This design comes from an exercise in tuning for small area and a short achievable clock period on the open sky130 flow, not from production work. Only simulation tests tie the RTL to the original design; equivalence was not proved. The clock port is modelled as an ideal driver, which makes a skipped or thinned clock tree look cheaper than it is; a real chip needs a root buffer or a tree.

Design voting_machine, start of the top module:
module voting_machine(clk, reset, vote_r, vote_b, confirmY, confirmN, hex_count0, hex_count1, hex_count2, hex_count3,enable_vga,VGA_R,VGA_G,VGA_B,VGA_HS,VGA_VS,VGA_SYNC,VGA_BLANK);
For scale: about 570 cells after synthesis, roughly 63 I/O pins, about 4800 um2 of cells after synthesis.
==> module vga_out, before the edit <==
module vga_out(clk, rst, run, VGA_R, VGA_G, VGA_B, VGA_HS, VGA_VS, VGA_SYNC, VGA_BLANK, cnt_t, cnt_b);
input clk, rst, run;
input [15:0] cnt_t, cnt_b;
output [7:0] VGA_R, VGA_G, VGA_B;
output VGA_BLANK, VGA_SYNC, VGA_HS, VGA_VS;
reg vr, vg, vb, hs, vs, blank;
assign VGA_R = {8{vr}};
assign VGA_G = {8{vg}};
assign VGA_B = {8{vb}};
assign VGA_HS = hs;
assign VGA_VS = vs;
assign VGA_BLANK = blank;
assign VGA_SYNC = 1'b0;
reg [4:0] pl;
reg [5:0] ph;
reg [9:0] lc;
wire pl_wrap = (pl == 5'd26);
wire pc_wrap = (ph == 6'd39) && (pl == 5'd4);
wire lc_wrap = (lc == 10'd626);
wire [5:0] cpl;
wire [6:0] cph;
wire [10:0] clc;
assign cpl[0] = 1'b1;
assign cph[0] = pl_wrap;
assign clc[0] = pc_wrap;
genvar gi;
generate
	for (gi = 0; gi < 5; gi = gi + 1) begin : g_pl
		assign cpl[gi+1] = cpl[gi] & pl[gi];
	end
	for (gi = 0; gi < 6; gi = gi + 1) begin : g_ph
		assign cph[gi+1] = cph[gi] & ph[gi];
	end
	for (gi = 0; gi < 10; gi = gi + 1) begin : g_lc
		assign clc[gi+1] = clc[gi] & lc[gi];
	end
endgenerate
wire clr_pl = !run || pl_wrap || pc_wrap;
wire clr_ph = !run || pc_wrap;
wire clr_lc = !run || (pc_wrap && lc_wrap);
always @(posedge clk) begin
	pl <= (pl ^ cpl[4:0]) & {5{!clr_pl}};
	ph <= (ph ^ cph[5:0]) & {6{!clr_ph}};
	lc <= (lc ^ clc[9:0]) & {10{!clr_lc}};
end
function ge;
	input [5:0] h;
	input [4:0] l;
	ge = (ph > h) || (ph == h && pl >= l);
endfunction
wire [4:0] cyc = pl;
wire [3:0] j = ph[3:0];
wire redp = ph[4];
wire c0 = (cyc == 5'd0);
reg [26:0] e;
reg prev, c1, c2, brw, nz, f_red, f_blue;
wire t_c = cnt_t[cyc[3:0]];
wire b_c = cnt_b[cyc[3:0]];
wire brw_in = c0 ? 1'b0 : brw;
wire r_c = t_c ^ b_c ^ brw_in;
wire hi = cyc[4];
wire xv = !hi & (redp ? r_c : b_c);
wire yv = !hi & (redp ? b_c : r_c);
reg aj, cj;
always @(*) begin
	aj = (j == 4'd0) || (j == 4'd4) || (j == 4'd5);
	if (redp)
		cj = (j == 4'd0) || (j == 4'd3) || (j == 4'd5) || (j == 4'd7) || (j == 4'd8) || (j == 4'd9);
	else
		cj = (j == 4'd0) || (j == 4'd3) || (j == 4'd5) || (j == 4'd6);
end
reg lk;
always @(*)
	case (j)
		4'd0: lk = lc[9];
		4'd1: lk = lc[8];
		4'd2: lk = lc[7];
		4'd3: lk = lc[6];
		4'd4: lk = lc[5];
		4'd5: lk = lc[4];
		4'd6: lk = lc[3];
		4'd7: lk = lc[2];
		4'd8: lk = lc[1];
		4'd9: lk = lc[0];
		default: lk = 1'b0;
	endcase
wire ypos = lk & !cj;
wire yneg = !lk & cj;
wire fb = (c0 || j == 4'd0) ? 1'b0 : prev;
wire opa = aj & xv;
wire opb = ypos ? yv : yneg ? !yv : 1'b0;
wire c1_in = c0 ? 1'b0 : c1;
wire c2_in = c0 ? yneg : c2;
wire s1 = fb ^ opa ^ c1_in;
wire e_new = s1 ^ opb ^ c2_in;
always @(posedge clk) begin
	e <= {e_new, e[26:1]};
	prev <= e[0];
	c1 <= (fb & opa) | (fb & c1_in) | (opa & c1_in);
	c2 <= (s1 & opb) | (s1 & c2_in) | (opb & c2_in);
	brw <= (!t_c & b_c) | (!(t_c ^ b_c) & brw_in);
	nz <= (c0 ? 1'b0 : nz) | (!hi & (t_c | b_c));
	if (pl_wrap && j == 4'd9 && !ph[5]) begin
		if (redp) f_red <= !e_new & nz;
		else f_blue <= !e_new & nz;
	end
end
wire px  = ge(6'd9, 5'd8) && !ge(6'd38, 5'd16);
wire py  = ge(6'd9, 5'd8) && !ge(6'd9, 5'd19);
wire pb1 = ge(6'd14, 5'd23) && !ge(6'd18, 5'd16);
wire pb2 = ge(6'd29, 5'd18) && !ge(6'd33, 5'd11);
wire lx  = (lc >= 10'd600) && (lc <= 10'd610);
wire ly  = (lc >= 10'd40) && (lc <= 10'd610);
wire lg  = (lc == 10'd96) || (lc == 10'd97) || (lc == 10'd152) || (lc == 10'd153) ||
           (lc == 10'd208) || (lc == 10'd209) || (lc == 10'd264) || (lc == 10'd265) ||
           (lc == 10'd320) || (lc == 10'd321) || (lc == 10'd376) || (lc == 10'd377) ||
           (lc == 10'd432) || (lc == 10'd433) || (lc == 10'd488) || (lc == 10'd489) ||
           (lc == 10'd544) || (lc == 10'd545);
wire axis = (px && lx) || (py && ly);
wire bar1 = pb1 && ly && f_red;
wire bar2 = pb2 && ly && f_blue;
wire grid = px && lg;
wire col_r = !axis && (bar1 || !(bar2 || grid));
wire col_g = axis || !(bar1 || bar2 || grid);
wire col_b = !axis && !bar1 && (bar2 || !grid);
wire vis = ge(6'd8, 5'd24) && !ge(6'd38, 5'd14);
always @(posedge clk or negedge rst)
	if (!rst) begin
		vr <= 1'b0; vg <= 1'b0; vb <= 1'b0;
		hs <= 1'b0; vs <= 1'b0; blank <= 1'b1;
	end else begin
		vr <= run && vis && col_r;
		vg <= run && vis && col_g;
		vb <= run && vis && col_b;
		hs <= run && ge(6'd2, 5'd26);
		vs <= run && (lc >= 10'd3);
		blank <= !run || !((ge(6'd2, 5'd26) && !ge(6'd8, 5'd24)) || ge(6'd38, 5'd14)) ||
		         ((lc >= 10'd3) && (lc < 10'd24)) || (lc >= 10'd624);
	end
endmodule
==> flow/config.mk <==
export PLATFORM = sky130hd
export DESIGN_NAME = voting_machine
export DESIGN_NICKNAME = voting_machine
export VERILOG_FILES = /design/flow/design.v
export SDC_FILE = /design/flow/constraint.sdc
export NUM_CORES = 4
export LEC_CHECK = 0
export CAP_MARGIN = 60
export CORE_MARGIN = 2
export CORE_UTILIZATION = 40
export SLEW_MARGIN = 60
==> flow/constraint.sdc <==
create_clock -name core_clock -period 100.0 [get_ports {clk}]
set_input_delay 20.0000 -clock core_clock [delete_from_list [all_inputs] [get_ports {clk}]]
set_output_delay 20.0000 -clock core_clock [all_outputs]
set_load 0.01 [all_outputs]
standard.sh (not shown) runs the stock make flow with config.mk's settings and CLKGATE_MAP_FILE= SYNTH_SCRIPT=/design/flow/synth_recipe.tcl, a recipe that flattens the netlist after the stock synthesis.
==> flow/flow/run.sh <==
#!/bin/bash
# The standard layout (standard.sh) with three changes:
#  - after the standard synthesis, the combinational logic between the
#    registers is mapped again with an area-oriented ABC script; every
#    register keeps its instance name and cell type (flow/resynth.sh);
#  - ports are buffered with the smallest buffer instead of the delay buffer
#    buffer_ports picks by default;
#  - clock tree synthesis uses smaller clock buffers and no dummy loads.
# Each tool's output goes to a log file of its own in this folder.
set -euo pipefail
KNOBS=(
  "PRE_CTS_TCL=$PWD/flow/clock_tree.tcl"
  "BUFFER_PORTS_ARGS=-buffer_cell sky130_fd_sc_hd__buf_1"
  "CTS_ARGS=-sink_clustering_enable -repair_clock_nets -dont_use_dummy_load -buf_list {sky130_fd_sc_hd__clkbuf_4 sky130_fd_sc_hd__clkbuf_8}"
)
RES=orfs/results/${FLOW_PLATFORM}/voting_machine/base
bash standard.sh "${KNOBS[@]}" "$PWD/$RES/1_2_yosys.v" > synth.log 2>&1
bash flow/resynth.sh "$RES/1_2_yosys.v" > resynth.log 2>&1
bash standard.sh "${KNOBS[@]}" finish > layout.log 2>&1
Other scripts of this flow, unchanged in this note and not shown: flow/flow/clock_tree.tcl, flow/flow/resynth.sh
The first run completed without violations.
Rerun with:
--- a/flow/design.v
+++ b/flow/design.v
@@ -33,12 +33,12 @@
 assign VGA_BLANK = blank;
 assign VGA_SYNC = 1'b0;
 reg [4:0] pl;
 reg [5:0] ph;
 reg [9:0] lc;
-wire pl_wrap = (pl == 5'd26);
-wire pc_wrap = (ph == 6'd39) && (pl == 5'd4);
+wire pl_wrap = (pl == 5'd19);
+wire pc_wrap = (ph == 6'd52) && (pl == 5'd17);
 wire lc_wrap = (lc == 10'd626);
 wire [5:0] cpl;
 wire [6:0] cph;
 wire [10:0] clc;
 assign cpl[0] = 1'b1;
@@ -69,14 +69,15 @@
 	input [4:0] l;
 	ge = (ph > h) || (ph == h && pl >= l);
 endfunction
 wire [4:0] cyc = pl;
 wire [3:0] j = ph[3:0];
-wire redp = ph[4];
+wire redp = ph[5];
+wire active = !ph[4] && (j <= 4'd9);
 wire c0 = (cyc == 5'd0);
-reg [26:0] e;
-reg prev, c1, c2, brw, nz, f_red, f_blue;
+reg [19:0] e;
+reg prev, c1, c2, brw, nz, dec, f_red, f_blue;
 wire t_c = cnt_t[cyc[3:0]];
 wire b_c = cnt_b[cyc[3:0]];
 wire brw_in = c0 ? 1'b0 : brw;
 wire r_c = t_c ^ b_c ^ brw_in;
 wire hi = cyc[4];
@@ -112,26 +113,34 @@
 wire opb = ypos ? yv : yneg ? !yv : 1'b0;
 wire c1_in = c0 ? 1'b0 : c1;
 wire c2_in = c0 ? yneg : c2;
 wire s1 = fb ^ opa ^ c1_in;
 wire e_new = s1 ^ opb ^ c2_in;
+wire big = (e_new != e[19]) || (e[19] != e[18]);
+wire pass_end = pl_wrap && active;
+wire decide = pass_end && !dec && (big || j == 4'd9);
+wire flag = !e_new & nz;
 always @(posedge clk) begin
-	e <= {e_new, e[26:1]};
+	e <= {e_new, e[19:1]};
 	prev <= e[0];
 	c1 <= (fb & opa) | (fb & c1_in) | (opa & c1_in);
 	c2 <= (s1 & opb) | (s1 & c2_in) | (opb & c2_in);
 	brw <= (!t_c & b_c) | (!(t_c ^ b_c) & brw_in);
 	nz <= (c0 ? 1'b0 : nz) | (!hi & (t_c | b_c));
-	if (pl_wrap && j == 4'd9 && !ph[5]) begin
-		if (redp) f_red <= !e_new & nz;
-		else f_blue <= !e_new & nz;
+	if (pass_end && j == 4'd0)
+		dec <= 1'b0;   
+	else if (decide)
+		dec <= 1'b1;
+	if (decide) begin
+		if (redp) f_red <= flag;
+		else f_blue <= flag;
 	end
 end
-wire px  = ge(6'd9, 5'd8) && !ge(6'd38, 5'd16);
-wire py  = ge(6'd9, 5'd8) && !ge(6'd9, 5'd19);
-wire pb1 = ge(6'd14, 5'd23) && !ge(6'd18, 5'd16);
-wire pb2 = ge(6'd29, 5'd18) && !ge(6'd33, 5'd11);
+wire px  = ge(6'd12, 5'd11) && !ge(6'd52, 5'd2);
+wire py  = ge(6'd12, 5'd11) && !ge(6'd13, 5'd2);
+wire pb1 = ge(6'd20, 5'd1) && !ge(6'd25, 5'd2);
+wire pb2 = ge(6'd40, 5'd1) && !ge(6'd45, 5'd2);
 wire lx  = (lc >= 10'd600) && (lc <= 10'd610);
 wire ly  = (lc >= 10'd40) && (lc <= 10'd610);
 wire lg  = (lc == 10'd96) || (lc == 10'd97) || (lc == 10'd152) || (lc == 10'd153) ||
            (lc == 10'd208) || (lc == 10'd209) || (lc == 10'd264) || (lc == 10'd265) ||
            (lc == 10'd320) || (lc == 10'd321) || (lc == 10'd376) || (lc == 10'd377) ||
@@ -142,22 +151,22 @@
 wire bar2 = pb2 && ly && f_blue;
 wire grid = px && lg;
 wire col_r = !axis && (bar1 || !(bar2 || grid));
 wire col_g = axis || !(bar1 || bar2 || grid);
 wire col_b = !axis && !bar1 && (bar2 || !grid);
-wire vis = ge(6'd8, 5'd24) && !ge(6'd38, 5'd14);
+wire vis = ge(6'd12, 5'd0) && !ge(6'd52, 5'd0);
 always @(posedge clk or negedge rst)
 	if (!rst) begin
 		vr <= 1'b0; vg <= 1'b0; vb <= 1'b0;
 		hs <= 1'b0; vs <= 1'b0; blank <= 1'b1;
 	end else begin
 		vr <= run && vis && col_r;
 		vg <= run && vis && col_g;
 		vb <= run && vis && col_b;
-		hs <= run && ge(6'd2, 5'd26);
+		hs <= run && ge(6'd4, 5'd0);
 		vs <= run && (lc >= 10'd3);
-		blank <= !run || !((ge(6'd2, 5'd26) && !ge(6'd8, 5'd24)) || ge(6'd38, 5'd14)) ||
+		blank <= !run || !((ge(6'd4, 5'd0) && !ge(6'd12, 5'd0)) || ge(6'd52, 5'd0)) ||
 		         ((lc >= 10'd3) && (lc < 10'd24)) || (lc >= 10'd624);
 	end
 endmodule
 module voting_machine(clk, reset, vote_r, vote_b, confirmY, confirmN, hex_count0, hex_count1, hex_count2, hex_count3,enable_vga,VGA_R,VGA_G,VGA_B,VGA_HS,VGA_VS,VGA_SYNC,VGA_BLANK);
 input clk, reset, vote_r, vote_b, confirmY, confirmN, enable_vga;
=> Setup slack is better by 0.46 ns. Wire length shrinks by 2.8%. First-iteration DRC count grows by about 15%. Design area shrinks by about 1%. Cell count stays flat. Die area shrinks by 0.78%. Via count shrinks by 0.31%.
In every run of this note, the design's own scripts or RTL, not TritonCTS, make the clock network.

port drivers added, routing unchanged:
How much do the figures lean on ideal ports? The routed layouts below were timed once more, with nothing changed but the port constraints.
Step 1, drivers: a clkbuf_16 drives clk and a buf_2 each remaining input, both assumed.
Step 2 also shifts input and output timing later by t, the mid clock arrival at the registers, as if the neighbouring blocks saw the same clock.
Slacks: ideal / step 1 / step 2; pairs: ideal / step 1.
run | shift t [ns] | slack for setup (ns) | hold WS [ns] | worst setup path after step 2
the first run | 0.235 | 77.547 / 77.464 / 77.699 | 0.331 / 0.331 / 0.331 | register to output
the second run | 0.236 | 78.003 / 77.917 / 78.154 | 0.332 / 0.332 / 0.332 | register to output
After both steps setup and hold are still met in every run listed.
